Source: an optimization exercise on an open RTL-to-GDS flow (aim: small area, a short achievable clock period and few clock cycles). Production flows keep margins and buffers that such runs may drop.
Where RTL was checked, it was by simulation tests only, not by an equivalence proof against the original.
The RTL of runs 1, 2 and 7 was laid out without a check of its function.
Power figures rest on the tool's default switching activity, not on a simulated workload.

==> design/flow/design.v <==
module rle (
    clk,
    nreset,
    start,
    message_addr,
    message_size,
    rle_addr,
    rle_size,
    done,
    port_A_data_in,
    port_A_data_out,
    port_A_addr,
    port_A_we
    );
input   clk;
input   nreset;
input   start;
input   [31:0] message_addr;
input   [31:0] message_size;
input   [31:0] rle_addr;
input   [31:0] port_A_data_out;
output reg [31:0] port_A_data_in;
output  [15:0] port_A_addr;
output reg port_A_we;
output  [31:0] rle_size;
output  done;
reg        busy;        
reg        rnew;        
reg        dv;          
reg        dlast;       
reg [31:0] q;           
reg        qe0;         
reg        q_v;         
reg        qlast;       
reg [1:0]  qlst;        
reg [3:1]  qne;         
reg        fl;          
reg [13:0] rleft;       
reg [1:0]  lastidx;     
reg [13:0] raddr;
reg [13:0] waddr;
reg [7:0]  v;           
reg [7:0]  c;           
reg        have;        
reg [7:0]  rem_b;       
reg [7:0]  rem_rv;      
reg        rem_rc2;     
reg        rem_v;
reg        rem_2;       
reg        rem_b1;      
reg [15:0] pend;        
reg        pend_v;
reg [13:0] rsw;         
reg        odd;         
assign done = ~busy;
assign rle_size = {16'd0, rsw, odd, 1'b0};
wire [13:0] aword = port_A_we ? waddr : raddr;
assign port_A_addr = {aword, 2'b00};
wire [13:0] anext = aword + 14'd1;      
wire [31:0] x = port_A_data_out;
wire        cap = dv & ~(q_v & rem_v);
wire [1:0]  xlst = dlast ? lastidx : 2'd3;
always @(posedge clk) begin
    if (cap) begin
        q <= x;
        qe0 <= (x[7:0] == q[31:24]);
        qlast <= dlast;
        qlst <= xlst;
        qne <= {(xlst == 2'd3) & (x[31:24] != x[23:16]),
                xlst[1] & (x[23:16] != x[15:8]),
                (xlst != 2'd0) & (x[15:8] != x[7:0])};
    end
end
wire [31:0] d = q;
wire        dact = q_v & ~rem_v;             
wire        flush = fl & ~rem_v;             
wire        act = rem_v | q_v | fl;
wire [1:0]  dlst = qlst;
wire eq0 = qe0;
wire eq1 = ~qne[1];
wire eq2 = ~qne[2];
wire c255 = (c == 8'd255);
wire c254 = (c == 8'd254);
wire c253 = (c == 8'd253);
wire c252 = (c == 8'd252);
wire [3:0] dbnd;
assign dbnd[0] = have & (~eq0 | c255);
assign dbnd[1] = qne[1] | ((dlst != 2'd0) & c254 & eq0);
assign dbnd[2] = qne[2] | (dlst[1] & c253 & eq0 & eq1);
assign dbnd[3] = qne[3] | ((dlst == 2'd3) & c252 & eq0 & eq1 & eq2);
wire [3:0] b = dbnd;
wire d_nb0 = ~|b;
wire d_ge2 = (b[0] & b[1]) | (b[0] & b[2]) | (b[0] & b[3]) |
             (b[1] & b[2]) | (b[1] & b[3]) | (b[2] & b[3]);
wire d_nb3 = (b[0] & b[1] & b[2]) | (b[0] & b[1] & b[3]) |
             (b[0] & b[2] & b[3]) | (b[1] & b[2] & b[3]);
wire d_three = b[0] & b[1] & b[2];           
wire [3:0] f1;
assign f1[0] = b[0];
assign f1[1] = b[1] & ~b[0];
assign f1[2] = b[2] & ~b[1] & ~b[0];
assign f1[3] = b[3] & ~b[2] & ~b[1] & ~b[0];
wire [7:0] c1 = c + 8'd1;
wire [7:0] c2 = c + 8'd2;
wire [7:0] c3 = c + 8'd3;
wire [7:0] veff = have ? v : d[7:0];         
wire [7:0] d_len1 = ({8{f1[0]}} & c) | ({8{f1[1]}} & c1) |
                    ({8{f1[2]}} & c2) | ({8{f1[3]}} & c3);
wire [7:0] d_val2 = ({8{f1[0]}} & d[7:0]) | ({8{f1[1]}} & d[15:8]) |
                    ({8{f1[2]}} & d[23:16]);
reg  [1:0] d_len2;      
always @(*) begin
    case (b[2:0])
    3'b101:  d_len2 = 2'd2;
    3'b001:  d_len2 = b[3] ? 2'd3 : 2'd1;
    3'b010:  d_len2 = b[3] ? 2'd2 : 2'd1;
    default: d_len2 = 2'd1;
    endcase
end
reg [7:0] vlast;
always @(*) begin
    case (dlst)
    2'd0: vlast = d[7:0];
    2'd1: vlast = d[15:8];
    2'd2: vlast = d[23:16];
    default: vlast = d[31:24];
    endcase
end
reg [2:0] d_cs;
always @(*) begin
    if (b[3])
        d_cs = 3'd1;
    else if (b[2])
        d_cs = {1'b0, dlst} - 3'd1;
    else if (b[1])
        d_cs = {1'b0, dlst};
    else
        d_cs = {1'b0, dlst} + 3'd1;
end
wire [7:0] clast = c + {6'd0, dlst} + 8'd1;
wire [7:0] d_c = d_nb0 ? clast : {5'd0, d_cs};
wire r_two = rem_v & rem_2 & rem_b1;
wire [15:0] p1 = dact ? {veff, d_len1} :
                 rem_v ? {rem_rv, 6'd0, rem_rc2, ~rem_rc2} : {v, c};
wire [15:0] p2 = dact ? {d_val2, 6'd0, d_len2} : {rem_b, 8'd1};
wire nb0 = dact ? d_nb0 : ~(rem_v | flush);
wire ge2 = dact ? d_ge2 : r_two;
wire nb1 = ~nb0 & ~ge2;
wire nb3 = dact & d_nb3;
wire [7:0] c_n = dact ? d_c : {6'd0, rem_2 & ~rem_b1, ~(rem_2 & ~rem_b1)};
wire        out = flush | ge2 | (~nb0 & pend_v);
wire [31:0] ow = pend_v ? {p1, pend} : {flush ? 16'd0 : p2, p1};
always @(posedge clk or negedge nreset) begin
    if (!nreset) begin
        busy <= 1'b0;
        rnew <= 1'b0;
        dv <= 1'b0;
        q_v <= 1'b0;
        rem_v <= 1'b0;
        fl <= 1'b0;
        port_A_we <= 1'b0;
    end else if (!busy) begin
        port_A_we <= 1'b0;
        rem_v <= 1'b0;
        dv <= 1'b0;
        q_v <= 1'b0;
        fl <= 1'b0;
        busy <= start;
        rnew <= start;
    end else begin
        port_A_we <= out;
        rnew <= ~out & (rnew ? (rleft != 14'd1) : (rleft != 14'd0));
        dv <= rnew | (dv & ~cap);
        q_v <= cap | (q_v & rem_v);
        rem_v <= dact & nb3;
        fl <= fl | (dact & qlast);
        if (flush)
            busy <= 1'b0;
    end
end
always @(posedge clk) begin
    rem_b <= d[23:16];
    rem_rv <= d_three ? d[15:8] : d[23:16];
    rem_rc2 <= ~(d_three | b[2]);
    rem_2 <= d_three & (dlst == 2'd3);
    rem_b1 <= dbnd[3];
    port_A_data_in <= ow;
end
always @(posedge clk) begin
    if (!busy) begin
        raddr <= message_addr[15:2];
        waddr <= rle_addr[15:2];
        rleft <= message_size[15:2] + {13'd0, message_size[1:0] != 2'd0};
        lastidx <= message_size[1:0] - 2'd1;
        c <= 8'd0;
        have <= 1'b0;
        pend_v <= 1'b0;
        if (start) begin
            rsw <= 14'd0;
            odd <= 1'b0;
        end
    end else begin
        if (rnew) begin
            raddr <= anext;
            rleft <= rleft - 14'd1;
            dlast <= (rleft == 14'd1);
        end
        if (port_A_we)
            waddr <= anext;
        if (act) begin
            have <= 1'b1;
            if (dact)
                v <= vlast;
            c <= c_n;
        end
        if (act & ~nb0)
            pend <= pend_v ? p2 : p1;
        pend_v <= pend_v ^ (act & nb1);
        rsw <= rsw + {13'd0, port_A_we} + {13'd0, flush & pend_v};
        if (flush)
            odd <= ~pend_v;
    end
end
endmodule
==> design/flow/flow/run.sh <==
#!/bin/bash
# Standard layout, with plain buf_1 cells as the port buffers and a clock
# tree of smaller buffers without dummy loads.
export BUFFER_PORTS_ARGS="-buffer_cell sky130_fd_sc_hd__buf_1"
export CTS_ARGS="-sink_clustering_enable -repair_clock_nets -buf_list {sky130_fd_sc_hd__clkbuf_4 sky130_fd_sc_hd__clkbuf_8} -dont_use_dummy_load"
bash standard.sh > standard.log 2>&1
==> design/flow/standard.sh <==
#!/bin/bash
# synth_recipe.tcl (not shown) runs the flow's synth.tcl, then flattens the netlist and writes it again
# the make line also repeats each setting of config.mk as NAME=value (left out here)
make -C /OpenROAD-flow-scripts/flow DESIGN_CONFIG=/design/flow/config.mk WORK_HOME=/design/flow/orfs CLKGATE_MAP_FILE= SYNTH_SCRIPT=/design/flow/synth_recipe.tcl "${@:-finish}"
==> design/flow/config.mk <==
export PLATFORM = sky130hd
export DESIGN_NAME = rle
export DESIGN_NICKNAME = rle
export VERILOG_FILES = /design/flow/design.v
export SDC_FILE = /design/flow/constraint.sdc
export NUM_CORES = 4
export LEC_CHECK = 0
export CAP_MARGIN = 20
export CORE_MARGIN = 2
export CORE_UTILIZATION = 60
export SETUP_SLACK_MARGIN = 1.8
export SLEW_MARGIN = 20
==> design/flow/constraint.sdc <==
create_clock -name core_clock -period 4.5 [get_ports {clk}]
set_input_delay 0.9000 -clock core_clock [delete_from_list [all_inputs] [get_ports {clk}]]
set_output_delay 0.9000 -clock core_clock [all_outputs]
set_load 0.01 [all_outputs]
==> impl_metrics.csv, run 1 <==
group,metric,value,unit
timing,worstMarginPinSlew,0.937,ns
clock_network,ctsHoldBuffers,0,
timing,finalHoldViolCount,0,
clock_network,cts_inserted_buffers,17,
clock_network,cts_max_path_buffers,2,
layout,stdcell_area,11300,sq um
global_route,grt_pass1_vias,7352,
detailed_routing,drt_iter0_drc,739,
setup_path,cp_top_family,"compound AO/OA/AOI/OAI gates",
timing,slew_viol_final,0,
timing,period_share,0.594,
detailed_routing,ant_nets,0,
timing,maxSlewHeadroom,0.373,
clock_network,root_buffer,"clkbuf_8",
layout,final_nets,1283,
global_route,track_usage,0.266,
floorplanning,die_w,134,um
synth,synth_cell_type_count,77,
clock_network,clkTransAtPathRegs,0.09,ns
worst_hold_path,worstHoldPathType,"input port to async pin",
synth,synth_largest_area_cell,"edfxtp_1",
detailed_routing,routed_via_density,5.92,
synth,syn_inst,998,
setup_path,cp-end-kind,"flip-flop",
setup_path,worst-path-buf-inv,1,
floorplanning,die_height,134,um
detailed_routing,routedWlPerCell,17.6,um
placement,placed_cell_area,10800,sq um
detailed_routing,num_vias,7974,
floorplanning,coreArea,16600,sq um
setup_path,max_stage_delay,0.53,ns
synth,synth_top_area_frac,0.362,
global_route,grt_max_degree,69,
global_route,grt_pass1_wl,37.9,mm
setup_path,cp.arrival,3.02,ns
setup_path,cp_slowest_cell,"a31oi_4",
timing,fmax,374,MHz
clock_network,numClockSinks,191,
floorplanning,dieArea,18100,sq um
detailed_routing,firstDrtPassIters,7,
synth,ys.flop_type,"edfxtp_1",
floorplanning,io_pins,213,
setup_path,worstPathRequired,4.85,ns
power_and_ir_drop,combPwrFrac,0.428,
setup_path,criticalPathCategory,"flip-flop to flip-flop",
synth,syn_area,10200,sq um
detailed_routing,routed_wirelength,23.7,mm
power_and_ir_drop,p_switching,3070,uW
timing,layout_min_cycle_time,2.67,ns
synth,synth_most_common_cell,"edfxtp_1",
timing,rsz0062_at_grt,"true",
floorplanning,rows,47,
synth,synth.avg_cell_area,10.2,sq um
setup_path,crit_chain,"inv_1 -> ha_1 -> nor2b_1 -> a31oi_4 -> and3_1 -> a21oi_1 -> a211oi_1 -> a21o_1",
timing,tns,0,ns
clock_network,htreeDepth,4,
synth,synth-seq-cells,191,
power_and_ir_drop,swShare,0.407,
power_and_ir_drop,power.leakage,0.00432,uW
synth,synth_warnings,1,
power_and_ir_drop,p_int,4480,uW
detailed_routing,drc,0,
clock_network,clk_latency,0.48,ns
timing,setup_viol,0,
setup_path,start_kind,"flip-flop",
power_and_ir_drop,vdd_drop_max,0.460,mV
placement,dp_hpwl,16.3,mm
power_and_ir_drop,seqPwrFrac,0.459,
clock_network,cts_tree,"built",
timing,fin_skew,0.0469,ns
layout,drive_gt1_frac,0.0932,
synth,netlist_top_cells_count,"123 x edfxtp_1, 79 x nor2_1, 66 x inv_1, 62 x o21ai_0, 61 x dfxtp_1",
placement,io_buffers,141,
floorplanning,start_util,0.615,
layout,syn_to_final_growth,10.6,%
synth,async_flop_share,0.0366,
synth,synthTopCellsByArea,"edfxtp_1 36%, dfxtp_1 12%, xnor2_1 3.6%",
synth,synth_edf_count,123,
synth,synth-seq-area-share,0.499,
global_route,grt_remaining_overflow,0,
power_and_ir_drop,power.density,670,nW/um^2
power_and_ir_drop,p_clk_frac,0.113,
global_route,antenna_found_initial,0,
setup_path,cp_max_fo,18,
placement,gp_congestion,0.937,
outcome,status,"no timing/DRC/antenna violations",
job,max_cap_viol_count,0,
layout,n_antenna_cell,0,
## layout by cell type, fill, tap and decap left out, types with 18 or more instances in the layout
cell type	Yosys	routed
nand2_1	57	57
o21ai_0	62	62
inv_1	66	64
nor3_1	20	19
ha_1	21	20
nor2_1	79	78
edfxtp_1	123	123
a21o_1	19	18
mux2i_1	23	22
a21oi_1	48	48
nand3_1	35	35
xnor2_1	42	42
mux2_2	22	22
xor2_1	33	33
conb_1	1	19
dfxtp_1	61	54
buf_4	20	27
buf_1	6	141
## state kept, by name, summed over array words and instances (netlist names), 2 cells and up
register,cells
v,8
rsw,14
port_A_data_in,32
rleft,14
c,8
waddr,14
lastidx,2
qlst,2
raddr,14
qne,3
q,32
pend,16
rem_rv,8
rem_b,8
## logic make-up (layout without fill, tap and decap cells)
| family | after synthesis | after routing | synth area share |
|---|---|---|---|
| and+or+nand+nor | 292 | 292 | 0.144 |
| AOI/OAI and AO/OA | 228 | 229 | 0.154 |
| DFF | 191 | 191 | 0.499 |
| buffers and inverters | 143 | 253 | 0.0626 |
| xor gates and xnor gates | 75 | 75 | 0.0644 |
| muxes | 45 | 45 | 0.0469 |
| adders and majority gates | 23 | 23 | 0.0297 |
| other | 1 | 19 | 0.000368 |
## through the flow
stage	cells	power, uW	hold slack [ns]	worst slack (ns)	utilization
floorplan	1016	5590	0.379	1.93	-
global placement	1313	6490	0.414	1.22	0.650
detailed placement	1313	6570	0.405	1.19	0.650
CTS	1341	7500	0.332	1.80	0.674
global route	1347	8080	0.348	1.72	0.680
finish	1347	7550	0.344	1.83	0.680
## power by group through the flow
stage                     combinational [uW]  clock (uW)  sequential [uW]
final                                   3230         854             3460
after global routing                    3590         928             3570
after CTS                               3190         870             3450
after detailed placement                3090           0             3480
after global placement                  3030           0             3460
after floorplan                         2260           0             3330
## cell type report
type | instances | area [sq um]
multi-input combinational | 683 | 4660
inverter | 68 | 259
sequential | 191 | 5110
clock buffer | 17 | 234
tap | 220 | 275
timing repair buffer | 168 | 732
fill | 1366 | 5310
## layer usage
layer,vias to the layer above,global-route usage,routed length (um)
met5,-,0,0
met4,0,0.0772,417
met2,336,0.405,10600
met1,3771,0.388,10900
met3,35,0.0548,1690
li1,3832,-,-
## repair_timing
action                     4_1_cts  5_1_grt
cloned                           1        0
setup endpoints to repair      100       19
pin swaps                        3        3
setup buffers                   10        6
resized for setup               21       12
## final timing paths
| kind | from | endpoint | slack [ns] | cells after the start |
|---|---|---|---|---|
| max reg2reg | c[0] | pend[9] | 1.83 | 8 |
| max | c[0] | pend[9] | 1.83 | 8 |
| min in group core_clock | q[16] | rem_b[0] | 0.42 | 0 |
| min reg2reg | q[16] | rem_b[0] | 0.42 | 0 |
| min | nreset | port_A_we | 0.34 | 1 |
| max in group asynchronous | nreset | busy | 3.82 | 1 |
==> run 2: changes to the inputs <==
--- a/design/flow/design.v
+++ b/design/flow/design.v
@@ -34,6 +34,7 @@
 reg        qlast;       
 reg [1:0]  qlst;        
 reg [3:1]  qne;         
+reg [3:1]  qok;         
 reg        fl;          
 reg [13:0] rleft;       
 reg [1:0]  lastidx;     
@@ -66,6 +67,7 @@
         qe0 <= (x[7:0] == q[31:24]);
         qlast <= dlast;
         qlst <= xlst;
+        qok <= {xlst == 2'd3, xlst[1], xlst != 2'd0};
         qne <= {(xlst == 2'd3) & (x[31:24] != x[23:16]),
                 xlst[1] & (x[23:16] != x[15:8]),
                 (xlst != 2'd0) & (x[15:8] != x[7:0])};
@@ -85,9 +87,9 @@
 wire c252 = (c == 8'd252);
 wire [3:0] dbnd;
 assign dbnd[0] = have & (~eq0 | c255);
-assign dbnd[1] = qne[1] | ((dlst != 2'd0) & c254 & eq0);
-assign dbnd[2] = qne[2] | (dlst[1] & c253 & eq0 & eq1);
-assign dbnd[3] = qne[3] | ((dlst == 2'd3) & c252 & eq0 & eq1 & eq2);
+assign dbnd[1] = qne[1] | (qok[1] & c254 & eq0);
+assign dbnd[2] = qne[2] | (qok[2] & c253 & eq0 & eq1);
+assign dbnd[3] = qne[3] | (qok[3] & c252 & eq0 & eq1 & eq2);
 wire [3:0] b = dbnd;
 wire d_nb0 = ~|b;
 wire d_ge2 = (b[0] & b[1]) | (b[0] & b[2]) | (b[0] & b[3]) |
--- a/design/flow/config.mk
+++ b/design/flow/config.mk
@@ -8,5 +8,5 @@
 export CAP_MARGIN = 20
 export CORE_MARGIN = 2
 export CORE_UTILIZATION = 60
-export SETUP_SLACK_MARGIN = 1.8
+export SETUP_SLACK_MARGIN = 2.0
 export SLEW_MARGIN = 20
==> run 2 against run 1 <==
Non-clock buffer count decreased by 1. Final cell count decreased by 1.3%. First-iteration DRC count is 12% lower. Flip-flop and latch count increased by 2. Still clean. Global-route usage fell by 0.58 points. Sequential power fell by 2%. Critical path depth down 5.
==> impl_metrics.csv, run 2 <==
group,metric,value,unit
synth,synth_largest_area_cell,"edfxtp_1",
clock_network,cts_max_path_buffers,2,
setup_path,cp_max_fo,5,
synth,synth_xor_area_frac,0.0669,
layout,drive_gt1_frac,0.132,
global_route,grt_pass1_vias,7313,
timing,worstMarginPinSlew,0.840,ns
detailed_routing,num_vias,7773,
clock_network,cts_inserted_buffers,17,
layout,final_common_cell,"buf_1",
setup_path,cp-end-kind,"primary output",
setup_path,rr_startpoint,"c[3]",
setup_path,r2r-end,"pend[3]",
setup_path,cp_top_family,"flip-flops",
floorplanning,io_pins,213,
floorplanning,rows,47,
timing,fin_skew,0.0373,ns
floorplanning,die_height,135,um
layout,nFillCells,1318,
synth,synth-simple-area-share,0.148,
synth,syn_area,10300,sq um
detailed_routing,firstDrtPassIters,5,
detailed_routing,drt_iter0_drc,650,
placement,io_buffers,141,
detailed_routing,drc,0,
clock_network,root_buffer,"clkbuf_8",
layout,layout_common_cells,"133 x buf_1, 125 x edfxtp_1, 80 x nand2_1",
setup_path,cp-startpoint,"port_A_we",
setup_path,reg2regPathDepth,6,
synth,synthTopCellsByArea,"edfxtp_1 36%, dfxtp_1 12%, xor2_1 4.0%",
synth,netlist_top_cells_count,"125 x edfxtp_1, 81 x nand2_1, 69 x nor2_1, 61 x dfxtp_1, 58 x inv_1",
setup_path,crit_chain,"buf_12 -> mux2_4 -> buf_6",
synth,synth-compound-area-share,0.150,
layout,reg_top3,"port_A_data_in x32, q x32, pend x16",
layout,stdcell_area,11500,sq um
global_route,track_usage,0.261,
timing,holdWs,0.327,ns
setup_path,worstPathRequired,3.60,ns
synth,synth_warnings,1,
detailed_routing,routed_wirelength,23.8,mm
timing,rsz0062_at_grt,"true",
floorplanning,dieArea,18300,sq um
floorplanning,coreArea,16700,sq um
clock_network,cts_tree,"built",
clock_network,ctsHoldBuffers,0,
global_route,grt_remaining_overflow,0,
global_route,grt_pass1_wl,37.2,mm
clock_network,numClockSinks,193,
timing,finalHoldViolCount,0,
synth,synth_top_family_by_area,"compound AO/OA/AOI/OAI gates",
synth,synthMuxAreaShare,0.0467,
setup_path,criticalPathCategory,"flip-flop to primary output",
global_route,grt_max_degree,58,
timing,tns,0,ns
floorplanning,die_w,135,um
setup_path,cp_slowest_cell,"dfrtp_4",
clock_network,htreeDepth,4,
synth,synthAdderAreaFrac,0.0293,
setup_path,rrSetupSlack,2.06,ns
clock_network,clk_latency,0.48,ns
layout,finalNonFillerCells,1330,
layout,final_nets,1266,
timing,setup_viol,0,
setup_path,cp.arrival,1.59,ns
synth,synth_cell_type_count,91,
placement,dp_hpwl,16.8,mm
global_route,antenna_found_initial,0,
worst_hold_path,worstHoldPathType,"input port to async pin",
outcome,status,"no timing/DRC/antenna violations",
power_and_ir_drop,power.leakage,0.00442,uW
synth,synth-seq-area-share,0.498,
timing,layout_min_cycle_time,2.49,ns
setup_path,cp.depth,3,
timing,fmax,402,MHz
timing,maxSlewHeadroom,0.438,
synth,synth_top_area_frac,0.363,
synth,synth_edf_count,125,
job,max_cap_viol_count,0,
synth,async_flop_share,0.0363,
clock_network,clkTransAtPathRegs,0.07,ns
timing,period_share,0.552,
layout,syn_to_final_growth,11.5,%
setup_path,start_kind,"flip-flop",
detailed_routing,ant_nets,0,
layout,n_antenna_cell,0,
power_and_ir_drop,vdd_drop_max,0.286,mV
timing,slew_viol_final,0,
synth,ys.flop_type,"edfxtp_1",
placement,dp.cells,1295,
setup_path,max_stage_delay,0.52,ns
synth,synth.avg_cell_area,10.5,sq um
detailed_routing,routedWlPerCell,17.9,um
synth,synth-seq-cells,193,
synth,synth_most_common_cell,"edfxtp_1",
floorplanning,start_util,0.619,
setup_path,crit_path_end,"port_A_addr[15]",
power_and_ir_drop,power.density,666,nW/um^2
detailed_routing,routed_via_density,5.84,
placement,gp_congestion,0.903,
setup_path,worst-path-buf-inv,2,
synth,syn_inst,980,
placement,placed_cell_area,10900,sq um
-- run 2: through the flow --
stage	utilization	worst slack (ns)	total power, uW
final	0.690	2.01	7680
after floorplan	-	2.03	5550
after global placement	0.652	1.21	6420
after detailed placement	0.652	1.21	6480
after CTS	0.677	1.96	7480
after global routing	0.690	1.96	8190
-- run 2: final cells by class --
| class | count | area (sq um) | area share |
|---|---|---|---|
| Timing Repair Buffer | 167 | 808 | 0.0701 |
| Tap cell | 220 | 275 | 0.0239 |
| Clock buffer | 17 | 234 | 0.0203 |
| Multi-Input combinational cell | 673 | 4790 | 0.415 |
| Inverter | 60 | 246 | 0.0214 |
| Sequential cell | 193 | 5170 | 0.449 |
-- run 2: kinds of logic after synthesis --
logic type / after synthesis
AOI/OAI and AO/OA: 211
other: 1
DFF: 193
and+or+nand+nor: 296
muxes: 45
buffers and inverters: 132
adders and majority gates: 23
xor gates and xnor gates: 79
-- run 2: worst reg2reg max path: stages (launching register included) --
cell,delay [ns]
dfxtp_2,0.49
nand4_4,0.23
o41a_2,0.70
o2111a_1,0.31
a311o_1,0.34
o31ai_2,0.09
and2_1,0.18
-- run 2: power breakdown --
part           internal, uW  switching, uW
Combinational          1400           2020
Sequential             2900            500
Clock                   335            529
Total                  4630           3040
-- run 2: per-layer routing --
metal | vias up | track usage | part of all wire
li1 | 3771 | - | -
met5 | - | 0 | 0
met3 | 40 | 0.0539 | 0.061
met4 | 0 | 0.0816 | 0.019
met1 | 3670 | 0.362 | 0.45
met2 | 292 | 0.414 | 0.47
-- run 2: worst min path at each step --
stage | slack, ns | endpoint | cells after the start
after floorplan | 0.38 | rem_b[0] | 0
after global placement | 0.43 | port_A_data_in[14] | 1
after detailed placement | 0.43 | port_A_data_in[11] | 1
after CTS | 0.32 | rem_v | 1
after global routing | 0.33 | q_v | 1
final | 0.33 | port_A_we | 1
-- run 2: repair_timing --
item | CTS | global route
pin swaps | 6 | 4
cloned | 0 | 0
endpoints found under the setup margin | 112 | 61
hold endpoints to repair | 0 | 0
resized for setup | 31 | 36
buffers inserted | 8 | 9
==> run 3: changes to the inputs <==
--- a/design/flow/design.v
+++ b/design/flow/design.v
@@ -55,9 +55,8 @@
 reg        odd;         
 assign done = ~busy;
 assign rle_size = {16'd0, rsw, odd, 1'b0};
-wire [13:0] aword = port_A_we ? waddr : raddr;
-assign port_A_addr = {aword, 2'b00};
-wire [13:0] anext = aword + 14'd1;      
+reg         asel;       
+assign port_A_addr = {asel ? waddr : raddr, 2'b00};
 wire [31:0] x = port_A_data_out;
 wire        cap = dv & ~(q_v & rem_v);
 wire [1:0]  xlst = dlast ? lastidx : 2'd3;
@@ -187,6 +186,7 @@
     rem_2 <= d_three & (dlst == 2'd3);
     rem_b1 <= dbnd[3];
     port_A_data_in <= ow;
+    asel <= busy & out;
 end
 always @(posedge clk) begin
     if (!busy) begin
@@ -203,12 +203,12 @@
         end
     end else begin
         if (rnew) begin
-            raddr <= anext;
+            raddr <= raddr + 14'd1;
             rleft <= rleft - 14'd1;
             dlast <= (rleft == 14'd1);
         end
         if (port_A_we)
-            waddr <= anext;
+            waddr <= waddr + 14'd1;
         if (act) begin
             have <= 1'b1;
             if (dact)
==> run 3 against run 2 <==
Synthesized cell count up 0.92%. Flip-flop and latch count rose by 1. Maximum frequency rose by 2.8%. Via count increased by 0.21%. Clock power rose by 1%. Worst setup slack improved by 0.067 ns. Largest power group is now sequential cells. Highest routed layer unchanged.
==> impl_metrics.csv, run 3 <==
group,metric,value,unit
outcome,status,"no timing/DRC/antenna violations",
global_route,grt_remaining_overflow,0,
detailed_routing,num_vias,7789,
setup_path,cp.arrival,2.72,ns
clock_network,cts_inserted_buffers,17,
floorplanning,io_pins,213,
detailed_routing,firstDrtPassIters,7,
timing,tns,0,ns
timing,setup_ws,2.08,ns
synth,async_flop_share,0.0361,
detailed_routing,routed_via_density,5.85,
synth,synthTopCellsByArea,"edfxtp_1 37%, dfxtp_1 12%, xor2_1 4.5%",
detailed_routing,ant_nets,0,
placement,post-place-ws,1.50,ns
global_route,grt_max_degree,75,
setup_path,criticalPathCategory,"flip-flop to flip-flop",
detailed_routing,drt_iter0_drc,850,
floorplanning,dieArea,18100,sq um
detailed_routing,routedWlPerCell,17.7,um
power_and_ir_drop,power.leakage,0.00413,uW
clock_network,clk_latency,0.47,ns
floorplanning,start_util,0.616,
job,max_cap_viol_count,0,
timing,layout_min_cycle_time,2.42,ns
floorplanning,die_w,135,um
timing,maxSlewHeadroom,0.490,
global_route,grt_pass1_vias,6979,
layout,reg_top3,"port_A_data_in x32, q x32, pend x16",
synth,synth_most_common_cell,"edfxtp_1",
layout,drive_gt1_frac,0.0999,
clock_network,numClockSinks,194,
setup_path,start_kind,"flip-flop",
global_route,track_usage,0.259,
synth,synth_top_area_frac,0.366,
synth,synth-seq-area-share,0.505,
synth,syn_inst,989,
placement,io_buffers,141,
power_and_ir_drop,total_power,7560,uW
global_route,antenna_found_initial,0,
setup_path,worstPathRequired,4.80,ns
detailed_routing,routed_wirelength,23.6,mm
timing,setup_viol,0,
layout,layout_common_cells,"141 x buf_1, 125 x edfxtp_1, 100 x nor2_1",
layout,final_common_cell,"buf_1",
synth,netlist_top_cells_count,"125 x edfxtp_1, 103 x nor2_1, 73 x a21oi_1, 62 x dfxtp_1, 53 x xor2_1",
synth,ys.flop_type,"edfxtp_1",
timing,finalHoldViolCount,0,
layout,n_antenna_cell,0,
timing,period_share,0.538,
timing,fin_skew,0.0384,ns
detailed_routing,drc,0,
setup_path,cp_max_fo,22,
synth,synth_edf_count,125,
synth,synth_warnings,1,
placement,dp_hpwl,16.5,mm
timing,slew_viol_final,0,
timing,rsz0062_at_grt,"true",
synth,synth_largest_area_cell,"edfxtp_1",
layout,final_core_util,0.680,
synth,synth_cell_type_count,72,
clock_network,root_buffer,"clkbuf_8",
clock_network,clkTransAtPathRegs,0.09,ns
placement,gp_congestion,0.922,
floorplanning,coreArea,16600,sq um
layout,syn_to_final_growth,10.4,%
clock_network,cts_tree,"built",
synth,synth-seq-cells,194,
timing,fmax,413,MHz
power_and_ir_drop,vdd_drop_max,0.367,mV
power_and_ir_drop,power.density,668,nW/um^2
global_route,grt_pass1_wl,36.9,mm
layout,final_nets,1268,
floorplanning,die_height,135,um
synth,synth.avg_cell_area,10.4,sq um
timing,worstMarginPinSlew,0.765,ns
floorplanning,rows,47,
worst_hold_path,worstHoldPathType,"input port to async pin",
clock_network,htreeDepth,4,
synth,syn_area,10200,sq um
setup_path,cp-end-kind,"flip-flop",
clock_network,cts_max_path_buffers,2,
[run 3: cell types whose count changed after synthesis, moves of 8 or more]
cell     change
mux2_2      +14
a21oi_1     +44
nand2_1     -30
inv_1       -28
nor2_1      +34
o21ai_0     -23
mux2_1       -9
or2_2        -8
a32o_1       -8
nor3_1      +25
nand3_1      +9
[run 3: repair_timing]
item                       4_1_cts  5_1_grt
gates resized for setup         26       17
pin swaps                        1        3
hold buffers                     0        0
setup buffers                    6        0
setup endpoints to repair       91       59
[run 3: final timing paths]
| check | start | endpoint | slack (ns) | cells past startpoint |
|---|---|---|---|---|
| max | c[0] | port_A_we | 2.08 | 8 |
| min | nreset | dv | 0.34 | 1 |
| max reg2reg | c[0] | port_A_we | 2.08 | 8 |
| min reg2reg | pend[14] | port_A_data_in[14] | 0.42 | 1 |
| max in group asynchronous | nreset | busy | 3.85 | 1 |
| min in group core_clock | pend[14] | port_A_data_in[14] | 0.42 | 1 |
[run 3: critical path, stage by stage, from the launching register on]
cell     delay [ns]
dfxtp_4        0.42
inv_1          0.11
ha_1           0.20
and3_1         0.23
a31o_4         0.35
maj3_1         0.40
o21ai_1        0.28
and3b_1        0.21
a21oi_1        0.08
[run 3: per-layer routing]
metal / global-route usage / vias to the layer above / routed length [um]
met2: 0.376 / 331 / 10300
met4: 0.0637 / 0 / 310
met5: 0 / - / 0
met3: 0.0454 / 27 / 1800
li1: - / 3808 / -
met1: 0.404 / 3623 / 11100
[run 3: through the flow]
| step | std cells | cell area [sq um] | hold slack, ns |
|---|---|---|---|
| 6_report | 1331 | 11300 | 0.336 |
| 3_5_place_dp | 1307 | 10900 | 0.434 |
| 3_3_place_gp | 1307 | 10900 | 0.423 |
| 4_1_cts | 1330 | 11200 | 0.333 |
| 5_1_grt | 1331 | 11300 | 0.360 |
| 2_1_floorplan | 1007 | 10300 | 0.389 |
[run 3: cells by family after synthesis]
family	count (synthesis)	synth area share
muxes	45	0.0473
adders and majority gates	25	0.0318
xor gates and xnor gates	92	0.0787
other	1	0.000366
buffers and inverters	106	0.0493
DFF	194	0.505
AOI/OAI and AO/OA	207	0.132
and+or+nand+nor	319	0.156
[run 3: layout make-up]
type	instances	area, sq um
Inverter	32	136
Multi-Input combinational cell	707	4770
Tap cell	220	275
Timing Repair Buffer	161	699
Clock buffer	17	234
Fill cell	1374	5330
Sequential cell	194	5190
[run 3: power breakdown]
part | internal [uW] | switching [uW]
combinational | 1250 | 1930
sequential | 2920 | 589
clock | 336 | 537
Testbench counts of run 3, summed over its fixed seeds: cycles 6,649.
==> run 4: changes to the inputs <==
--- a/design/flow/config.mk
+++ b/design/flow/config.mk
@@ -8,5 +8,5 @@
 export CAP_MARGIN = 20
 export CORE_MARGIN = 2
 export CORE_UTILIZATION = 60
-export SETUP_SLACK_MARGIN = 2.0
+export SETUP_SLACK_MARGIN = 2.5
 export SLEW_MARGIN = 20
==> run 4 against run 3 <==
Design area increased by 20%. Maximum frequency increased by 0.83%. Area after synthesis unchanged. First-iteration DRC count increased by 51%. Flip-flop and latch count unchanged. Power increased by 23%. Sequential power increased by 2%. Die area unchanged. Clock-buffer cell count unchanged. Combinational power increased by 53%. Highest routed layer unchanged. Worst setup slack improved by 0.020 ns. Via count increased by 20%.
==> impl_metrics.csv, run 4 <==
group,metric,value,unit
timing,tns,0,ns
setup_path,reg2regPathDepth,7,
power_and_ir_drop,p_clk_frac,0.095,
timing,rsz0062_at_grt,"true",
setup_path,cp-end-kind,"flip-flop",
global_route,grt_pass1_wl,44.4,mm
synth,synth_largest_area_cell,"edfxtp_1",
layout,finalNonFillerCells,1456,
clock_network,htreeDepth,4,
setup_path,start_kind,"flip-flop",
setup_path,worstPathRequired,4.71,ns
detailed_routing,routed_wirelength,31.9,mm
power_and_ir_drop,seqPwrFrac,0.383,
power_and_ir_drop,combPwrFrac,0.522,
detailed_routing,num_vias,9344,
clock_network,numClockSinks,194,
power_and_ir_drop,power.density,688,nW/um^2
setup_path,max_stage_delay,0.62,ns
layout,seq_area,5220,sq um
setup_path,r2r-end,"pend[12]",
setup_path,cp.depth,7,
setup_path,cp.arrival,2.61,ns
power_and_ir_drop,swShare,0.413,
layout,layout_common_cells,"125 x edfxtp_1, 124 x buf_1, 95 x nor2_1",
synth,synth-seq-cells,194,
synth,synth_most_common_cell,"edfxtp_1",
outcome,status,"no timing/DRC/antenna violations",
timing,fmax,417,MHz
timing,setup_viol,0,
synth,synth_warnings,1,
placement,placed_cell_area,11100,sq um
clock_network,cts_max_path_buffers,2,
global_route,antenna_found_initial,0,
synth,synth_edf_count,125,
clock_network,clkTransAtPathRegs,0.09,ns
layout,nFillCells,1010,
global_route,grt_max_degree,75,
clock_network,cts_inserted_buffers,17,
global_route,grt_pass1_vias,8293,
job,max_cap_viol_count,0,
synth,synth_top_area_frac,0.366,
synth,synth-seq-area-share,0.505,
floorplanning,start_util,0.616,
power_and_ir_drop,p_switching,3860,uW
synth,syn_area,10200,sq um
layout,multi_input_area,5650,sq um
setup_path,rr_startpoint,"qe0",
worst_hold_path,worstHoldPathType,"input port to async pin",
layout,drive_gt1_frac,0.291,
placement,gp_congestion,0.934,
timing,slew_viol_final,0,
floorplanning,die_height,135,um
power_and_ir_drop,p_int,5470,uW
synth,synthTopCellsByArea,"edfxtp_1 37%, dfxtp_1 12%, xor2_1 4.5%",
setup_path,cp_slowest_cell,"edfxtp_1",
clock_network,ctsHoldBuffers,0,
timing,holdWs,0.320,ns
layout,final_common_cell,"edfxtp_1",
detailed_routing,ant_nets,0,
setup_path,cp_top_family,"simple AND/OR/NAND/NOR gates",
floorplanning,dieArea,18100,sq um
clock_network,clk_latency,0.50,ns
synth,ys.flop_type,"edfxtp_1",
timing,fin_skew,0.0312,ns
clock_network,cts_tree,"built",
synth,syn_inst,989,
layout,final_nets,1393,
setup_path,crit_chain,"nand4b_1 -> buf_6 -> a211o_1 -> and4_4 -> nor3_4 -> buf_6 -> buf_16",
timing,layout_min_cycle_time,2.40,ns
setup_path,rrSetupSlack,2.10,ns
setup_path,worst-path-buf-inv,3,
layout,n_antenna_cell,0,
detailed_routing,routedWlPerCell,21.9,um
power_and_ir_drop,vdd_drop_max,0.400,mV
global_route,grt_remaining_overflow,0,
synth,netlist_top_cells_count,"125 x edfxtp_1, 103 x nor2_1, 73 x a21oi_1, 62 x dfxtp_1, 53 x xor2_1",
placement,dp_hpwl,16.8,mm
setup_path,cp_common_cell,"buf_6",
setup_path,cp_max_fo,8,
floorplanning,die_w,135,um
detailed_routing,drc,0,
floorplanning,rows,47,
power_and_ir_drop,power.leakage,0.00513,uW
placement,io_buffers,141,
timing,finalHoldViolCount,0,
layout,stdcell_area,13600,sq um
detailed_routing,firstDrtPassIters,8,
layout,final_core_util,0.815,
detailed_routing,drt_iter0_drc,1285,
timing,maxSlewHeadroom,0.365,
floorplanning,io_pins,213,
timing,worstMarginPinSlew,0.952,ns
layout,syn_to_final_growth,32.4,%
synth,synth_cell_type_count,72,
detailed_routing,routed_via_density,6.42,
layout,reg_top3,"port_A_data_in x32, q x32, pend x16",
timing,period_share,0.533,
floorplanning,coreArea,16600,sq um
global_route,track_usage,0.315,
synth,async_flop_share,0.0361,
synth,synth.avg_cell_area,10.4,sq um
placement,dp.cells,1305,
setup_path,criticalPathCategory,"flip-flop to flip-flop",
clock_network,root_buffer,"clkbuf_8",
run 4: cell count changes in the layout (fill, tap and decap cells not counted), moves of 14 or more:
cell     change
buf_6       +55
buf_4       +66
o21ai_0     -15
mux2_4      +23
buf_1       -17
nor3_1      -14
mux2_2      -23
run 4: cells by family after synthesis:
logic type,synth area share
and+or+nand+nor,0.156
muxes,0.0473
xor gates and xnor gates,0.0787
DFF,0.505
adders and majority gates,0.0318
buffers and inverters,0.0493
AOI/OAI and AO/OA,0.132
other,0.000366
run 4: cell type report:
| cell class | instances | area share |
|---|---|---|
| clock buffer | 17 | 0.0173 |
| multi-input combinational | 712 | 0.416 |
| inverter | 32 | 0.0122 |
| sequential | 194 | 0.385 |
| tap | 220 | 0.0203 |
| timing repair buffer | 281 | 0.150 |
run 4: per-layer routing:
metal	GRT usage	up-vias	wire, um
li1	-	4066	-
met1	0.447	4368	12500
met2	0.470	726	14500
met3	0.0785	184	3390
met4	0.116	0	1570
met5	0	-	0
run 4: how the worst max path moves through the flow:
stage / startpoint / end / slack [ns]
final: qe0 / pend[12] / 2.10
after global routing: qe0 / pend[5] / 2.08
after CTS: asel / port_A_addr[5] / 2.17
after detailed placement: c[3] / pend[12] / 1.47
after global placement: c[3] / pend[12] / 1.47
after floorplan: message_size[1] / rleft[13] / 2.43
run 4: per-stage QoR:
step / power, uW / worst slack [ns]
after floorplan: 5720 / 2.43
after global placement: 6580 / 1.47
after detailed placement: 6650 / 1.47
after CTS: 8540 / 2.17
after global routing: 9770 / 2.08
final: 9330 / 2.10
run 4: power by group through the flow:
| stage | registers (uW) | logic [uW] | clock network [uW] |
|---|---|---|---|
| floorplan | 3430 | 2300 | 0 |
| global placement | 3540 | 3040 | 0 |
| detailed placement | 3560 | 3090 | 0 |
| CTS | 3500 | 4160 | 878 |
| global route | 3640 | 5180 | 955 |
| finish | 3570 | 4870 | 887 |
run 4: repair_timing:
action / CTS / global route
gates cloned: 8 / 0
endpoints found under the setup margin: 153 / 132
gates resized for setup: 157 / 113
buffers inserted: 87 / 39
pin swaps: 55 / 61
==> run 5: changes to the inputs <==
--- a/design/flow/config.mk
+++ b/design/flow/config.mk
@@ -8,5 +8,5 @@
 export CAP_MARGIN = 20
 export CORE_MARGIN = 2
 export CORE_UTILIZATION = 60
-export SETUP_SLACK_MARGIN = 2.5
+export SETUP_SLACK_MARGIN = 2.2
 export SLEW_MARGIN = 20
==> run 5 against run 4 <==
Still clean. Flip-flop and latch count unchanged. Hold slack got worse by 0.0021 ns. First-iteration DRC count decreased by 44%. Combinational power decreased by 26%. Area after synthesis unchanged. Global-route usage fell by 4.3 points. Wire length decreased by 22%. Utilization decreased by 11 points. Via count is 14% lower. Critical path type is now flip-flop to primary output. Critical endpoint is now port_A_addr[10]. Largest power group unchanged. Highest routed layer unchanged.
==> impl_metrics.csv, run 5 <==
group,metric,value,unit
layout,layout_common_cells,"128 x buf_1, 125 x edfxtp_1, 101 x nor2_1",
worst_hold_path,worstHoldPathType,"input port to async pin",
setup_path,cp.arrival,1.43,ns
power_and_ir_drop,vdd_drop_max,0.288,mV
setup_path,crit_path_end,"port_A_addr[10]",
global_route,grt_remaining_overflow,0,
synth,async_flop_share,0.0361,
synth,syn_area,10200,sq um
setup_path,rr_startpoint,"c[1]",
power_and_ir_drop,swShare,0.399,
setup_path,cp_slowest_cell,"dfxtp_4",
power_and_ir_drop,combPwrFrac,0.451,
placement,placed_cell_area,10900,sq um
detailed_routing,routed_via_density,5.95,
setup_path,start_kind,"flip-flop",
layout,final_nets,1291,
synth,synth-seq-area-share,0.505,
layout,drive_gt1_frac,0.144,
timing,period_share,0.518,
setup_path,max_stage_delay,0.38,ns
setup_path,cp-startpoint,"asel",
global_route,grt_pass1_wl,38.5,mm
job,max_cap_viol_count,0,
clock_network,cts_inserted_buffers,17,
setup_path,criticalPathCategory,"flip-flop to primary output",
synth,synth_largest_area_cell,"edfxtp_1",
synth,syn_inst,989,
power_and_ir_drop,p_int,4800,uW
layout,syn_to_final_growth,14.7,%
setup_path,rrSetupSlack,2.20,ns
placement,dp_hpwl,16.8,mm
setup_path,reg2regPathDepth,8,
layout,n_antenna_cell,0,
setup_path,r2r-end,"pend[2]",
placement,gp_congestion,0.916,
timing,layout_min_cycle_time,2.33,ns
synth,synth_most_common_cell,"edfxtp_1",
layout,final_common_cell,"buf_1",
clock_network,cts_tree,"built",
synth,ys.flop_type,"edfxtp_1",
floorplanning,rows,47,
floorplanning,coreArea,16600,sq um
timing,rsz0062_at_grt,"true",
global_route,track_usage,0.272,
synth,synth_edf_count,125,
timing,fmax,429,MHz
power_and_ir_drop,p_clk_frac,0.109,
placement,post-place-ws,1.42,ns
synth,synth_warnings,1,
floorplanning,dieArea,18100,sq um
clock_network,root_buffer,"clkbuf_8",
global_route,antenna_found_initial,0,
clock_network,clkTransAtPathRegs,0.09,ns
clock_network,ctsHoldBuffers,0,
synth,synth-seq-cells,194,
power_and_ir_drop,power.leakage,0.00437,uW
setup_path,cp_max_fo,7,
layout,nFillCells,1312,
clock_network,clk_latency,0.49,ns
timing,tns,0,ns
timing,maxSlewHeadroom,0.476,
detailed_routing,routed_wirelength,24.9,mm
detailed_routing,num_vias,8060,
placement,io_buffers,141,
timing,setup_ws,2.17,ns
outcome,status,"no timing/DRC/antenna violations",
timing,finalHoldViolCount,0,
layout,stdcell_area,11800,sq um
synth,synth_top_area_frac,0.366,
floorplanning,die_height,135,um
detailed_routing,ant_nets,0,
setup_path,cp-end-kind,"primary output",
floorplanning,start_util,0.616,
setup_path,worstPathRequired,3.60,ns
floorplanning,die_w,135,um
power_and_ir_drop,p_switching,3180,uW
detailed_routing,drc,0,
synth,synth_cell_type_count,72,
timing,fin_skew,0.0349,ns
detailed_routing,routedWlPerCell,18.4,um
clock_network,numClockSinks,194,
power_and_ir_drop,seqPwrFrac,0.439,
power_and_ir_drop,power.density,679,nW/um^2
global_route,grt_max_degree,75,
setup_path,crit_chain,"buf_8 -> mux2_4 -> buf_6",
detailed_routing,firstDrtPassIters,5,
clock_network,htreeDepth,4,
detailed_routing,drt_iter0_drc,725,
timing,setup_viol,0,
global_route,grt_pass1_vias,7365,
timing,slew_viol_final,0,
synth,netlist_top_cells_count,"125 x edfxtp_1, 103 x nor2_1, 73 x a21oi_1, 62 x dfxtp_1, 53 x xor2_1",
floorplanning,io_pins,213,
timing,worstMarginPinSlew,0.785,ns
clock_network,cts_max_path_buffers,2,
synth,synthTopCellsByArea,"edfxtp_1 37%, dfxtp_1 12%, xor2_1 4.5%",
synth,synth.avg_cell_area,10.4,sq um
layout,reg_top3,"port_A_data_in x32, q x32, pend x16",
-- run 5: changes by cell type in the layout (fill, tap and decap cells not counted), sizes merged --
| cell | before | now |
|---|---|---|
| bufbuf | 2 | 0 |
| clkinv | 1 | 2 |
| clkbuf | 20 | 17 |
| buf | 276 | 179 |
| a21boi | 5 | 4 |
| clkinvlp | 0 | 2 |
| inv | 31 | 29 |
-- run 5: worst max-delay path, delay by kind of cell (launching register included) --
family	cells	cell delay [ns]
buffers and inverters	2	0.26
flip-flops	1	0.38
multiplexers	1	0.31
-- run 5: how the worst min path moves through the flow --
stage | startpoint | end
after detailed placement | pend[11] | port_A_data_in[11]
after global routing | nreset | port_A_we
after floorplan | q[17] | rem_b[1]
after global placement | pend[6] | port_A_data_in[6]
final | nreset | port_A_we
after CTS | nreset | port_A_we
-- run 5: cell type report --
type	instances	area [sq um]	area share
timing repair buffer	179	960	0.0817
multi-input combinational	711	4930	0.419
clock buffer	17	234	0.0199
sequential	194	5210	0.443
timing repair inverter	1	5.00	0.000426
inverter	32	144	0.0122
tap	220	275	0.0234
-- run 5: power by group through the flow --
stage / Clock, uW / Sequential (uW) / Combinational (uW)
6_report: 874 / 3510 / 3600
5_1_grt: 945 / 3590 / 3950
4_1_cts: 889 / 3480 / 3290
3_5_place_dp: 0 / 3540 / 3030
3_3_place_gp: 0 / 3520 / 2960
2_1_floorplan: 0 / 3400 / 2200
-- run 5: metrics by stage --
step	hold slack, ns	std cells	total power, uW	utilization
final	0.318	1354	7980	0.706
after global routing	0.319	1354	8490	0.706
after CTS	0.310	1341	7660	0.687
after detailed placement	0.435	1306	6580	0.653
after global placement	0.427	1305	6480	0.652
after floorplan	0.389	1007	5600	-
-- run 5: per-layer routing --
layer	wire, um	up-vias	GRT usage	share of wire
met2	11000	367	0.408	0.44
met4	475	0	0.0825	0.019
met5	0	-	0	0
met1	11500	3778	0.406	0.46
li1	-	3872	-	-
met3	2040	43	0.0469	0.082
-- run 5: what timing repair did --
item,4_1_cts,5_1_grt
endpoints found under the setup margin,98,66
gates cloned,2,3
pin swaps,6,6
buffers inserted,16,10
gates resized for setup,51,72
-- run 5: cell families (layout without fill, tap and decap cells) --
family | Yosys count | count (layout) | synth area share
fa+ha+maj | 25 | 25 | 0.0318
flops | 194 | 194 | 0.505
other cells | 1 | 19 | 0.000366
buf+inv | 106 | 229 | 0.0493
compound gates | 207 | 211 | 0.132
mux | 45 | 45 | 0.0473
xor+xnor | 92 | 92 | 0.0787
simple gates | 319 | 319 | 0.156
==> run 6: changes to the inputs <==
--- a/design/flow/config.mk
+++ b/design/flow/config.mk
@@ -7,6 +7,6 @@
 export LEC_CHECK = 0
 export CAP_MARGIN = 20
 export CORE_MARGIN = 2
-export CORE_UTILIZATION = 60
+export CORE_UTILIZATION = 50
 export SETUP_SLACK_MARGIN = 2.2
 export SLEW_MARGIN = 20
==> run 6 against run 5 <==
Non-clock buffer count grew 5. Design area grew 0.68%. Area after synthesis is the same. Power shrank 0.73%. Via count shrank 2.5%. Maximum frequency grew 0.80%. Global-route usage shrank 4.5 points. Clock skew shrank 0.00092 ns. Clock-buffer cell count is the same. Clock power shrank 0.7%. Utilization shrank 12 points.
==> impl_metrics.csv, run 6 <==
group,metric,value,unit
outcome,status,"no timing/DRC/antenna violations",
layout,multi_input_area,4930,sq um
detailed_routing,drc,0,
timing,layout_min_cycle_time,2.31,ns
clock_network,numClockSinks,194,
synth,synth.avg_cell_area,10.4,sq um
setup_path,rrSetupSlack,2.23,ns
setup_path,worst-path-buf-inv,2,
setup_path,cp_top_family,"flip-flops",
detailed_routing,routedWlPerCell,17.6,um
detailed_routing,firstDrtPassIters,5,
detailed_routing,routed_wirelength,24.7,mm
timing,rsz0062_at_grt,"true",
power_and_ir_drop,power.density,670,nW/um^2
floorplanning,die_height,147,um
layout,nFillCells,1793,
synth,syn_area,10200,sq um
global_route,grt_max_degree,75,
layout,final_nets,1292,
setup_path,criticalPathCategory,"flip-flop to primary output",
setup_path,reg2regPathDepth,9,
global_route,grt_remaining_overflow,0,
floorplanning,io_pins,213,
detailed_routing,drt-met1-wl,11.8,mm
setup_path,cp_slowest_cell,"dfxtp_4",
layout,drive_gt1_frac,0.150,
setup_path,max_stage_delay,0.37,ns
timing,slew_viol_final,0,
setup_path,rr_startpoint,"c[1]",
global_route,grt_pass1_wl,39.0,mm
detailed_routing,routed_via_density,5.59,
setup_path,start_kind,"flip-flop",
floorplanning,rows,52,
layout,final_common_cell,"buf_1",
synth,synth_edf_count,125,
floorplanning,coreArea,20200,sq um
power_and_ir_drop,vdd_drop_max,0.273,mV
detailed_routing,num_vias,7858,
clock_network,htreeDepth,4,
worst_hold_path,worstHoldPathType,"input port to async pin",
clock_network,clk_latency,0.47,ns
setup_path,crit_chain,"buf_8 -> mux2_2 -> buf_1",
clock_network,cts_tree,"built",
setup_path,cp.arrival,1.41,ns
setup_path,crit_path_end,"port_A_addr[11]",
clock_network,root_buffer,"clkbuf_8",
layout,n_antenna_cell,0,
clock_network,clkTransAtPathRegs,0.08,ns
global_route,grt_pass1_vias,7429,
setup_path,worstPathRequired,3.60,ns
detailed_routing,ant_nets,0,
clock_network,cts_inserted_buffers,17,
placement,dp_hpwl,16.9,mm
synth,syn_inst,989,
synth,async_flop_share,0.0361,
synth,ys.flop_type,"edfxtp_1",
timing,fin_skew,0.0339,ns
floorplanning,die_w,147,um
layout,layout_common_cells,"130 x buf_1, 125 x edfxtp_1, 100 x nor2_1",
setup_path,r2r-end,"pend[2]",
timing,maxSlewHeadroom,0.471,
setup_path,cp_max_fo,7,
setup_path,cp-end-kind,"primary output",
timing,fmax,432,MHz
detailed_routing,routed-wl-met3,1.44,mm
detailed_routing,wl_met2,11.0,mm
synth,synth-seq-cells,194,
synth,synth-seq-area-share,0.505,
timing,worstMarginPinSlew,0.793,ns
layout,syn_to_final_growth,15.5,%
floorplanning,start_util,0.508,
synth,synth_largest_area_cell,"edfxtp_1",
layout,seq_area,5190,sq um
power_and_ir_drop,power.leakage,0.00435,uW
synth,synth_cell_type_count,72,
synth,netlist_top_cells_count,"125 x edfxtp_1, 103 x nor2_1, 73 x a21oi_1, 62 x dfxtp_1, 53 x xor2_1",
detailed_routing,drt_iter0_drc,559,
timing,setup_viol,0,
layout,final_core_util,0.587,
setup_path,cp.depth,3,
synth,synth_most_common_cell,"edfxtp_1",
timing,period_share,0.514,
job,max_cap_viol_count,0,
detailed_routing,top_layer,"met4",
placement,gp_congestion,0.882,
timing,finalHoldViolCount,0,
floorplanning,dieArea,21700,sq um
synth,synth_top_area_frac,0.366,
global_route,track_usage,0.227,
layout,reg_top3,"port_A_data_in x32, q x32, pend x16",
timing,tns,0,ns
clock_network,cts_max_path_buffers,2,
synth,synth_warnings,1,
global_route,antenna_found_initial,1,
synth,synthTopCellsByArea,"edfxtp_1 37%, dfxtp_1 12%, xor2_1 4.5%",
placement,io_buffers,141,
setup_path,cp-startpoint,"asel",
run 6: cell counts after synthesis:
No cell type changed its count.
run 6: worst min path at each step:
stage               slack (ns)     start                 end
floorplan                 0.39     q[17]            rem_b[1]
finish                    0.34    nreset                  dv
CTS                       0.33    nreset                  dv
detailed placement        0.43  pend[14]  port_A_data_in[14]
global placement          0.43   pend[3]   port_A_data_in[3]
global route              0.35    nreset                  dv
run 6: layer usage:
layer,global-route usage,vias up
met3,0.0444,39
met5,0,-
met4,0.0644,0
met2,0.345,244
met1,0.331,3722
li1,-,3853
run 6: layout make-up:
type                       count  share of cell area
clock buffer                  17              0.0198
inverter                      32              0.0117
multi-input combinational    708               0.417
sequential                   194               0.439
tap                          270              0.0286
timing repair buffer         184              0.0844
run 6: repair_timing:
action                                  in CTS  in global routing
buffers inserted                            13                 19
gates resized for setup                     45                 71
gates cloned                                 1                  0
hold buffers                                 0                  0
endpoints found under the setup margin      95                 76
pin swaps                                    9                 16
run 6: cell families (layout without fill, tap and decap cells):
kind of cell,Yosys count,in the layout,synth area share
fa+ha+maj,25,25,0.0318
other cells,1,19,0.000366
flops,194,194,0.505
buf+inv,106,233,0.0493
xor+xnor,92,92,0.0787
simple gates,319,319,0.156
mux,45,45,0.0473
compound gates,207,208,0.132
run 6: where the power goes:
group | switching, uW | leakage, uW | total [uW] | internal, uW
logic | 2060 | 0.00241 | 3570 | 1510
clock network | 533 | 0.000122 | 868 | 335
registers | 567 | 0.00183 | 3490 | 2920
total | 3160 | 0.00435 | 7920 | 4760
run 6: through the flow:
step	setup WS [ns]	hold WS, ns	cell area (sq um)	power (uW)	cells
2_1_floorplan	2.21	0.389	10300	5600	1007
3_3_place_gp	1.41	0.429	10900	6520	1355
3_5_place_dp	1.39	0.435	10900	6560	1355
4_1_cts	2.16	0.326	11400	7620	1386
5_1_grt	2.09	0.349	11800	8470	1405
6_report	2.19	0.344	11800	7920	1405
==> run 7: changes to the inputs <==
--- a/design/flow/design.v
+++ b/design/flow/design.v
@@ -55,8 +55,10 @@
 reg        odd;         
 assign done = ~busy;
 assign rle_size = {16'd0, rsw, odd, 1'b0};
-reg         asel;       
-assign port_A_addr = {asel ? waddr : raddr, 2'b00};
+reg  [13:0] aword;      
+assign port_A_addr = {aword, 2'b00};
+wire [13:0] raddr_n = rnew ? raddr + 14'd1 : raddr;
+wire [13:0] waddr_n = port_A_we ? waddr + 14'd1 : waddr;
 wire [31:0] x = port_A_data_out;
 wire        cap = dv & ~(q_v & rem_v);
 wire [1:0]  xlst = dlast ? lastidx : 2'd3;
@@ -186,12 +188,12 @@
     rem_2 <= d_three & (dlst == 2'd3);
     rem_b1 <= dbnd[3];
     port_A_data_in <= ow;
-    asel <= busy & out;
 end
 always @(posedge clk) begin
     if (!busy) begin
         raddr <= message_addr[15:2];
         waddr <= rle_addr[15:2];
+        aword <= message_addr[15:2];
         rleft <= message_size[15:2] + {13'd0, message_size[1:0] != 2'd0};
         lastidx <= message_size[1:0] - 2'd1;
         c <= 8'd0;
@@ -203,12 +205,13 @@
         end
     end else begin
         if (rnew) begin
-            raddr <= raddr + 14'd1;
+            raddr <= raddr_n;
             rleft <= rleft - 14'd1;
             dlast <= (rleft == 14'd1);
         end
         if (port_A_we)
-            waddr <= waddr + 14'd1;
+            waddr <= waddr_n;
+        aword <= out ? waddr_n : raddr_n;
         if (act) begin
             have <= 1'b1;
             if (dact)
--- a/design/flow/config.mk
+++ b/design/flow/config.mk
@@ -7,6 +7,6 @@
 export LEC_CHECK = 0
 export CAP_MARGIN = 20
 export CORE_MARGIN = 2
-export CORE_UTILIZATION = 50
+export CORE_UTILIZATION = 60
 export SETUP_SLACK_MARGIN = 2.2
 export SLEW_MARGIN = 20
==> run 7 against run 6 <==
Hold slack lost 0.055 ns. Non-clock buffer count up 38. Utilization rose by 16 points. Register-to-register slack worse by 0.19 ns. Clock power rose by 59%. First-iteration DRC count rose by 22%. Flip-flop and latch count rose by 13. Wire length increased by 14%. Power grew 15%. Maximum frequency down 5.9%. Final cell count is 5.2% higher. Critical path type is now flip-flop to flip-flop. Largest power group unchanged. Highest routed layer unchanged.
==> impl_metrics.csv, run 7 <==
group,metric,value,unit
synth,synth_largest_area_cell,"edfxtp_1",
power_and_ir_drop,p_clk_frac,0.151,
setup_path,worst-path-buf-inv,3,
synth,synth_most_common_cell,"edfxtp_1",
detailed_routing,drc,0,
power_and_ir_drop,power.leakage,0.00484,uW
power_and_ir_drop,swShare,0.401,
timing,fin_skew,0.0451,ns
layout,n_antenna_cell,0,
placement,dp_hpwl,17.7,mm
power_and_ir_drop,vdd_drop_max,0.507,mV
setup_path,cp.depth,9,
synth,synth.avg_cell_area,10.3,sq um
layout,reg_top3,"port_A_data_in x32, q x32, pend x16",
clock_network,root_buffer,"clkbuf_8",
clock_network,cts_max_path_buffers,3,
clock_network,cts_inserted_buffers,36,
floorplanning,rows,48,
outcome,status,"no timing/DRC/antenna violations",
global_route,grt_max_degree,73,
layout,final_common_cell,"buf_1",
synth,synth-seq-cells,207,
placement,gp_congestion,0.881,
power_and_ir_drop,p_switching,3660,uW
clock_network,cts_tree,"built",
floorplanning,dieArea,19000,sq um
setup_path,worstPathRequired,4.90,ns
power_and_ir_drop,combPwrFrac,0.447,
power_and_ir_drop,power.density,702,nW/um^2
synth,synth_edf_count,125,
global_route,track_usage,0.286,
power_and_ir_drop,p_int,5470,uW
synth,netlist_top_cells_count,"125 x edfxtp_1, 110 x nand2_1, 92 x nor2_1, 75 x dfxtp_1, 60 x a21oi_1",
layout,drive_gt1_frac,0.178,
setup_path,cp.arrival,2.86,ns
setup_path,cp_common_cell,"buf_6",
setup_path,cp_top_family,"compound AO/OA/AOI/OAI gates",
timing,rsz0062_at_grt,"true",
synth,syn_area,10800,sq um
timing,slew_viol_final,0,
clock_network,numClockSinks,207,
synth,ys.flop_type,"edfxtp_1",
layout,final_nets,1410,
detailed_routing,routed_via_density,6.03,
clock_network,clk_latency,0.53,ns
global_route,grt_pass1_wl,42.1,mm
floorplanning,die_w,138,um
setup_path,start_kind,"flip-flop",
global_route,grt_remaining_overflow,0,
setup_path,cp-startpoint,"c[6]",
setup_path,cp-end-kind,"flip-flop",
clock_network,clkTransAtPathRegs,0.06,ns
setup_path,crit_chain,"nand4_2 -> o41ai_4 -> buf_6 -> inv_4 -> o211ai_1 -> o21ai_2 -> buf_6 -> a311o_1 -> o311ai_4",
placement,placed_cell_area,11400,sq um
floorplanning,coreArea,17400,sq um
timing,worstMarginPinSlew,1.00,ns
timing,tns,0,ns
timing,finalHoldViolCount,0,
setup_path,reg2regPathDepth,9,
detailed_routing,routed_wirelength,28.2,mm
setup_path,rrSetupSlack,2.04,ns
job,max_cap_viol_count,0,
timing,layout_min_cycle_time,2.46,ns
global_route,antenna_found_initial,0,
setup_path,crit_path_end,"aword[6]",
setup_path,criticalPathCategory,"flip-flop to flip-flop",
layout,stdcell_area,13000,sq um
detailed_routing,firstDrtPassIters,5,
timing,fmax,407,MHz
floorplanning,start_util,0.618,
synth,synth_warnings,1,
synth,syn_inst,1049,
setup_path,rr_startpoint,"c[6]",
timing,period_share,0.546,
worst_hold_path,worstHoldPathType,"input port to async pin",
detailed_routing,num_vias,8907,
power_and_ir_drop,total_power,9130,uW
power_and_ir_drop,seqPwrFrac,0.402,
setup_path,cp_max_fo,12,
synth,synth-seq-area-share,0.505,
layout,syn_to_final_growth,21.0,%
placement,io_buffers,141,
timing,maxSlewHeadroom,0.325,
setup_path,max_stage_delay,0.47,ns
global_route,grt_pass1_vias,8143,
detailed_routing,routedWlPerCell,19.1,um
timing,setup_viol,0,
setup_path,r2r-end,"aword[6]",
timing,holdWs,0.289,ns
synth,async_flop_share,0.0338,
floorplanning,die_height,138,um
detailed_routing,drt_iter0_drc,680,
floorplanning,io_pins,213,
synth,synth_top_area_frac,0.349,
detailed_routing,ant_nets,0,
clock_network,htreeDepth,2,
layout,layout_common_cells,"141 x buf_1, 125 x edfxtp_1, 107 x nand2_1",
setup_path,cp_slowest_cell,"dfxtp_2",
synth,synth_cell_type_count,84,
synth,synthTopCellsByArea,"edfxtp_1 35%, dfxtp_1 14%, xor2_1 4.5%",
run 7: cell count changes in the layout (fill, tap and decap cells not counted), moves of 13 or more:
| cell | before | now |
|---|---|---|
| nand2_1 | 50 | 107 |
| buf_4 | 33 | 59 |
| clkbuf_8 | 17 | 36 |
| a21o_1 | 18 | 3 |
| a21oi_1 | 70 | 57 |
| dfxtp_1 | 53 | 66 |
run 7: worst min path at each step:
stage / from / endpoint / slack (ns)
after floorplan: q[16] / rem_b[0] / 0.39
after global placement: q[22] / rem_b[6] / 0.43
after detailed placement: pend[11] / port_A_data_in[11] / 0.43
after CTS: nreset / rnew / 0.29
after global routing: nreset / rnew / 0.31
final: nreset / dv / 0.29
run 7: worst reg2reg max path: cells and delay by family, from the launching register on:
family,cells,cell delay (ns)
and+or+nand+nor,1,0.17
buffers and inverters,3,0.43
DFF,1,0.47
AOI/OAI and AO/OA,5,1.28
run 7: logic make-up (layout without fill, tap and decap cells):
family,Yosys count,in the layout,share of synthesized area
adder cells (fa/ha/maj),24,24,0.0293
other,1,19,0.000349
AO/OA/AOI/OAI,236,239,0.157
flip-flops,207,207,0.505
XOR/XNOR,91,91,0.0741
buffers and inverters,116,298,0.0526
multiplexers,27,27,0.0262
AND/OR/NAND/NOR,347,348,0.156
run 7: final cells by class:
cell class	count	area [sq um]
sequential	207	5460
fill	1266	4400
timing repair buffer	222	1300
tap	225	282
clock buffer	36	495
inverter	40	173
multi-input combinational	748	5310
run 7: power groups by stage:
stage	clock (uW)	sequential, uW	combinational, uW
after global routing	1480	3760	4450
after detailed placement	0	3710	3230
after floorplan	0	3600	2400
after global placement	0	3690	3170
after CTS	1400	3670	3750
final	1380	3670	4080
run 7: metrics by stage:
| step | instances | util | setup slack (ns) |
|---|---|---|---|
| 4_1_cts | 1456 | 0.724 | 2.13 |
| 3_5_place_dp | 1366 | 0.656 | 1.35 |
| 5_1_grt | 1478 | 0.748 | 2.01 |
| 3_3_place_gp | 1366 | 0.656 | 1.35 |
| 2_1_floorplan | 1067 | - | 2.12 |
| 6_report | 1478 | 0.748 | 2.04 |
run 7: per-layer routing:
metal	global-route usage	vias up	routed length (um)
met3	0.0537	90	2340
met4	0.111	0	932
li1	-	4213	-
met1	0.394	4173	11900
met5	0	-	0
met2	0.448	431	13000
run 7: repair_timing:
action                     in CTS  in global routing
setup buffers                  50                 21
gates cloned                    4                  1
setup endpoints to repair     102                 68
hold buffers                    0                  0
resized for setup              50                 49
pin swaps                      19                 39

==> what the ideal ports hide <==
Ports are ideal in the flow. The routed layouts listed here were re-timed in OpenROAD.
Step 1 sets driving cells, clkbuf_16 on the clock port and buf_2 on the other inputs (assumed; they add their load-dependent delay and slew).
Step 2 moves the port delays by t, midway between the first and last clock arrival at a register: inputs arrive t later, outputs are due t later. That takes back most of the time a late clock gives input paths.
Three values: no drivers, after step 1, after step 2; two values: the first two.
run	t, ns	setup WS [ns]	clock arrival spread, ns	worst slew at a driven data input, ns
run 1	0.499	1.827 / 1.827 / 1.827	0.048 / 0.048	0.04
run 2	0.501	2.014 / 1.974 / 1.931	0.042 / 0.042	0.06
run 3	0.488	2.081 / 2.081 / 1.932	0.039 / 0.039	0.05
run 4	0.518	2.101 / 2.101 / 2.068	0.035 / 0.035	0.05
run 5	0.515	2.169 / 2.127 / 1.938	0.035 / 0.036	0.06
run 6	0.503	2.188 / 2.143 / 1.886	0.035 / 0.036	0.04
run 7	0.554	2.043 / 2.043 / 2.014	0.047 / 0.046	0.06
After both steps setup and hold are still met in every run listed. For run 6, which loses most, drivers alone change the setup slack by -0.045 ns; drivers and shift together by -0.302 ns.
